This is an optimization exercise on Yosys and OpenROAD, whose aim is small area, not a production implementation. The RTL was checked by simulation tests, not by an equivalence proof against the original design. The clock port is modelled as an ideal driver, which makes a skipped or thinned clock tree look cheaper than it is; a real chip needs a root buffer or a tree. No activity file was given, so power comes from the tool's default toggle rates.

Design uart_main, start of the top module:
module uart_main(
     input logic clk_in,
     input logic  reset,
     input logic [1:0]S,
     input logic Load,
     input logic [7:0]data_board,
     output logic serial_out,
     input logic serial_in,
     output logic [7:0]register
   );
export LEC_CHECK = 0
export CAP_MARGIN = 20
export CORE_MARGIN = 2
export CORE_UTILIZATION = 40
export CTS_BUF_LIST = sky130_fd_sc_hd__clkbuf_8
export CTS_CLUSTER_DIAMETER = 500
export CTS_CLUSTER_SIZE = 100
export SLEW_MARGIN = 20
create_clock -name core_clock -period 10.0 [get_ports {clk_in}]
run.sh (not shown) runs the stock make flow with config.mk's settings and CLKGATE_MAP_FILE= SYNTH_SCRIPT=/design/flow/synth_recipe.tcl, a recipe that flattens the netlist after the stock synthesis.
The first run passed the timing, DRC and antenna checks.
Then changed:
==> flow/flow/run.sh (new file) <==
#!/bin/bash
# Standard ORFS flow with smaller port buffers and a flatter clock tree.
bash standard.sh \
  BUFFER_PORTS_ARGS="-buffer_cell sky130_fd_sc_hd__buf_1" \
  CTS_ARGS="-sink_clustering_enable -repair_clock_nets -dont_use_dummy_load -buf_list sky130_fd_sc_hd__clkbuf_16 -root_buf sky130_fd_sc_hd__clkbuf_16 -sink_clustering_size 100 -sink_clustering_max_diameter 500" \
  finish > standard.log 2>&1
==> flow/standard.sh (new file) <==
#!/bin/bash
# synth_recipe.tcl (not shown) runs the flow's synth.tcl, then flattens the netlist and writes it again
# the make line also repeats each setting of config.mk as NAME=value (left out here)
make -C /OpenROAD-flow-scripts/flow DESIGN_CONFIG=/design/flow/config.mk WORK_HOME=/design/flow/orfs CLKGATE_MAP_FILE= SYNTH_SCRIPT=/design/flow/synth_recipe.tcl "${@:-finish}"
--- a/flow/config.mk
+++ b/flow/config.mk
@@ -9,6 +9,3 @@
 export CORE_MARGIN = 2
 export CORE_UTILIZATION = 40
-export CTS_BUF_LIST = sky130_fd_sc_hd__clkbuf_8
-export CTS_CLUSTER_DIAMETER = 500
-export CTS_CLUSTER_SIZE = 100
 export SLEW_MARGIN = 20
removed: flow/run.sh
The new run passed the timing, DRC and antenna checks.
Non-clock buffer count is unchanged.
Die area stays the same.
Cell count came out lower by a few percent.
Sequential share of layout area is higher by 2.1 points.
Total power is higher slightly.
Routed wire length barely changes.
Combinational power came out lower by a few percent.
Clock power went up by a few percent.
Then changed:
==> flow/run.sh (new file) <==
#!/bin/bash
# synth_recipe.tcl (not shown) runs the flow's synth.tcl, then flattens the netlist and writes it again
# the make line also repeats each setting of config.mk as NAME=value (left out here)
make -C /OpenROAD-flow-scripts/flow DESIGN_CONFIG=/design/flow/config.mk WORK_HOME=/design/flow/orfs CLKGATE_MAP_FILE= SYNTH_SCRIPT=/design/flow/synth_recipe.tcl finish
removed: flow/flow/run.sh
removed: flow/standard.sh
What happened: Final cell count came out higher by 2.2%. Synthesized cell count stays the same. Count of clock-buffer cells in the layout goes up by 2.
Then changed:
==> flow/flow/run.sh (new file) <==
#!/bin/bash
# Standard ORFS flow, with buf_1 port buffers and a one-level clock tree (flow/cts_clusters.tcl).
export CLK_BUF=sky130_fd_sc_hd__clkbuf_8
export CLK_CLUSTERS=4
bash standard.sh \
  BUFFER_PORTS_ARGS="-buffer_cell sky130_fd_sc_hd__buf_1" \
  PRE_CTS_TCL="$PWD/flow/cts_clusters.tcl" \
  finish > standard.log 2>&1
==> flow/flow/cts_clusters.tcl (new file) <==
# Sourced by ORFS cts.tcl before clock tree synthesis (PRE_CTS_TCL).
# The design has a few dozen flip-flops: instead of an H-tree, split the clock sinks into
# CLK_CLUSTERS (1, 2 or 4) groups by position and drive each group from one clock buffer of
# type CLK_BUF placed at the group's centroid. The buffers are alike and their loads similar,
# so every register sees about the same clock arrival.
rename clock_tree_synthesis orfs_clock_tree_synthesis

proc cts_split { items key } {
  # split a list of {iterm x y} in two halves by coordinate key (1 = x, 2 = y)
  set s [lsort -integer -index $key $items]
  set h [expr {[llength $s] / 2}]
  return [list [lrange $s 0 [expr {$h - 1}]] [lrange $s $h end]]
}

proc clock_tree_synthesis { args } {
  set block [ord::get_db_block]
  set master [[ord::get_db] findMaster $::env(CLK_BUF)]
  set port_net [$block findNet clk_in]
  set items {}
  foreach iterm [$port_net getITerms] {
    set loc [[$iterm getInst] getLocation]
    lappend items [list $iterm [lindex $loc 0] [lindex $loc 1]]
  }
  set groups [list $items]
  set nclust $::env(CLK_CLUSTERS)
  if { $nclust >= 2 } { set groups [cts_split $items 1] }
  if { $nclust >= 4 } {
    set g {}
    foreach grp $groups { lappend g {*}[cts_split $grp 2] }
    set groups $g
  }
  $port_net setSigType CLOCK
  set i 0
  foreach grp $groups {
    set buf [odb::dbInst_create $block $master clkbuf_leaf_$i]
    set net [odb::dbNet_create $block clknet_leaf_$i]
    $net setSigType CLOCK
    set sx 0
    set sy 0
    foreach it $grp {
      set iterm [lindex $it 0]
      $iterm disconnect
      $iterm connect $net
      set sx [expr {$sx + [lindex $it 1]}]
      set sy [expr {$sy + [lindex $it 2]}]
    }
    set n [llength $grp]
    [$buf findITerm A] connect $port_net
    [$buf findITerm X] connect $net
    $buf setLocation [expr {int($sx / $n)}] [expr {int($sy / $n)}]
    $buf setPlacementStatus PLACED
    puts "clock buffer clkbuf_leaf_$i ($::env(CLK_BUF)) drives $n sinks"
    incr i
  }
}
==> flow/standard.sh (new file) <==
#!/bin/bash
# synth_recipe.tcl (not shown) runs the flow's synth.tcl, then flattens the netlist and writes it again
# the make line also repeats each setting of config.mk as NAME=value (left out here)
make -C /OpenROAD-flow-scripts/flow DESIGN_CONFIG=/design/flow/config.mk WORK_HOME=/design/flow/orfs CLKGATE_MAP_FILE= SYNTH_SCRIPT=/design/flow/synth_recipe.tcl "${@:-finish}"
removed: flow/run.sh
Outcome: Setup slack is better by 550 ps. Wire length decreases by 2.9%. Clock skew stays flat.
In the fourth run of this note the design's own scripts or RTL, not TritonCTS, make the clock network.

* * *

uart_main, a different RTL version from the one above (not shown whole).
Size: about 220 cells after synthesis, ~23 I/O pins, roughly 2100 um2 of cells after synthesis.
==> flow/config.mk <==
export PLATFORM = sky130hd
export DESIGN_NAME = uart_main
export DESIGN_NICKNAME = uart_main
export VERILOG_FILES = /design/flow/design.v
export SDC_FILE = /design/flow/constraint.sdc
export NUM_CORES = 4
export LEC_CHECK = 0
export CAP_MARGIN = 20
export CORE_MARGIN = 2
export CORE_UTILIZATION = 40
export SLEW_MARGIN = 20
==> flow/constraint.sdc <==
create_clock -name core_clock -period 10.0 [get_ports {clk_in}]
set_input_delay 2.0000 -clock core_clock [delete_from_list [all_inputs] [get_ports {clk_in}]]
set_output_delay 2.0000 -clock core_clock [all_outputs]
set_load 0.01 [all_outputs]
standard.sh (not shown) runs the stock make flow with config.mk's settings and CLKGATE_MAP_FILE= SYNTH_SCRIPT=/design/flow/synth_recipe.tcl, a recipe that flattens the netlist after the stock synthesis.
==> flow/flow/run.sh <==
#!/bin/bash
# Layout flow: the standard ORFS flow (standard.sh), with its synthesis unchanged, except that
#  - the combinational logic of the synthesized netlist is re-mapped for area by ABC
#    (flow/resynth.sh); every flip-flop keeps its instance name, cell type and connections;
#  - ports are buffered with buf_1 instead of the default port buffer;
#  - before CTS, flow/cts_hook.tcl gives the logic the smallest cells of the same function
#    and builds a one-level clock tree of CLK_CLUSTERS clock buffers in place of the H-tree.
# Logs: standard_synth.log and standard.log (make), resynth/ (yosys), orfs/logs (each step).
set -euo pipefail
export CLK_BUF=sky130_fd_sc_hd__clkbuf_8
export CLK_CLUSTERS=3
R=$PWD/orfs/results/sky130hd/uart_main/base
bash standard.sh synth > standard_synth.log 2>&1
cp $R/1_2_yosys.v $R/1_2_yosys_standard.v
bash flow/resynth.sh $R/1_2_yosys_standard.v $R/1_2_yosys.v $PWD > resynth.log 2>&1
bash standard.sh \
  BUFFER_PORTS_ARGS="-buffer_cell sky130_fd_sc_hd__buf_1" \
  PRE_CTS_TCL="$PWD/flow/cts_hook.tcl" \
  finish > standard.log 2>&1
Other scripts of this flow, unchanged in this note and not shown: flow/flow/cts_clusters.tcl, flow/flow/cts_hook.tcl, flow/flow/downsize.tcl, flow/flow/resynth.sh
The baseline finished clean.
Next try:
--- a/flow/config.mk
+++ b/flow/config.mk
@@ -10,2 +10,3 @@
 export CORE_UTILIZATION = 40
+export GPL_TIMING_DRIVEN = 0
 export SLEW_MARGIN = 20
Effect:
- register-to-register slack stays flat
- via count falls by 1.1%
- global-route usage falls by 0.25 points
- worst hold slack gets worse by 0.011 ns
- first-iteration DRC count rises by 6.4%
- routed wire length falls by 3.8%
- synthesized area is unchanged
- clock skew stays flat
- die area does not change
- cell area falls by 0.33%
- sequential power barely changes
No run of this note takes its clock network from TritonCTS; it comes from the design's own scripts or RTL.

## separate check: timing with driven ports
No port has a modelled driver above. Below, the same layouts with a new extraction and two added sets of constraints.
Step 1 sets driving cells, clkbuf_16 on the clock port and buf_2 on the other inputs (assumed; they add their load-dependent delay and slew).
Step 2 also shifts input and output timing later by t, the mid clock arrival at the registers, as if the neighbouring blocks saw the same clock.
Slacks: no drivers / after step 1 / after step 2; pairs: no drivers / after step 1.
| run | t (ns) | setup WS [ns] | hold slack, ns | latest minus earliest clock arrival (ns) | pins driven straight from the clock port |
|---|---|---|---|---|---|
| the first run of note 1 | 0.355 | 5.988 / 5.960 / 6.316 | 0.389 / 0.389 / 0.389 | 0.010 / 0.011 | 1 |
| the second run of note 1 | 0.347 | 6.394 / 6.361 / 6.707 | 0.379 / 0.379 / 0.379 | 0.020 / 0.019 | 1 |
| the third run of note 1 | 0.355 | 5.988 / 5.961 / 6.316 | 0.389 / 0.389 / 0.389 | 0.010 / 0.011 | 1 |
| the fourth run of note 1 | 0.207 | 6.541 / 6.483 / 6.690 | 0.389 / 0.389 / 0.389 | 0.016 / 0.016 | 4 |
| the first run of note 2 | 0.210 | 5.627 / 5.654 / 5.444 | 0.452 / 0.452 / 0.452 | 0.009 / 0.009 | 3 |
| the second run of note 2 | 0.208 | 5.697 / 5.724 / 5.516 | 0.441 / 0.441 / 0.441 | 0.010 / 0.010 | 3 |
After both steps setup and hold are still met in every run listed. For the first run of note 2, which loses most, drivers alone change the setup slack by +0.027 ns; drivers and shift together by -0.183 ns.
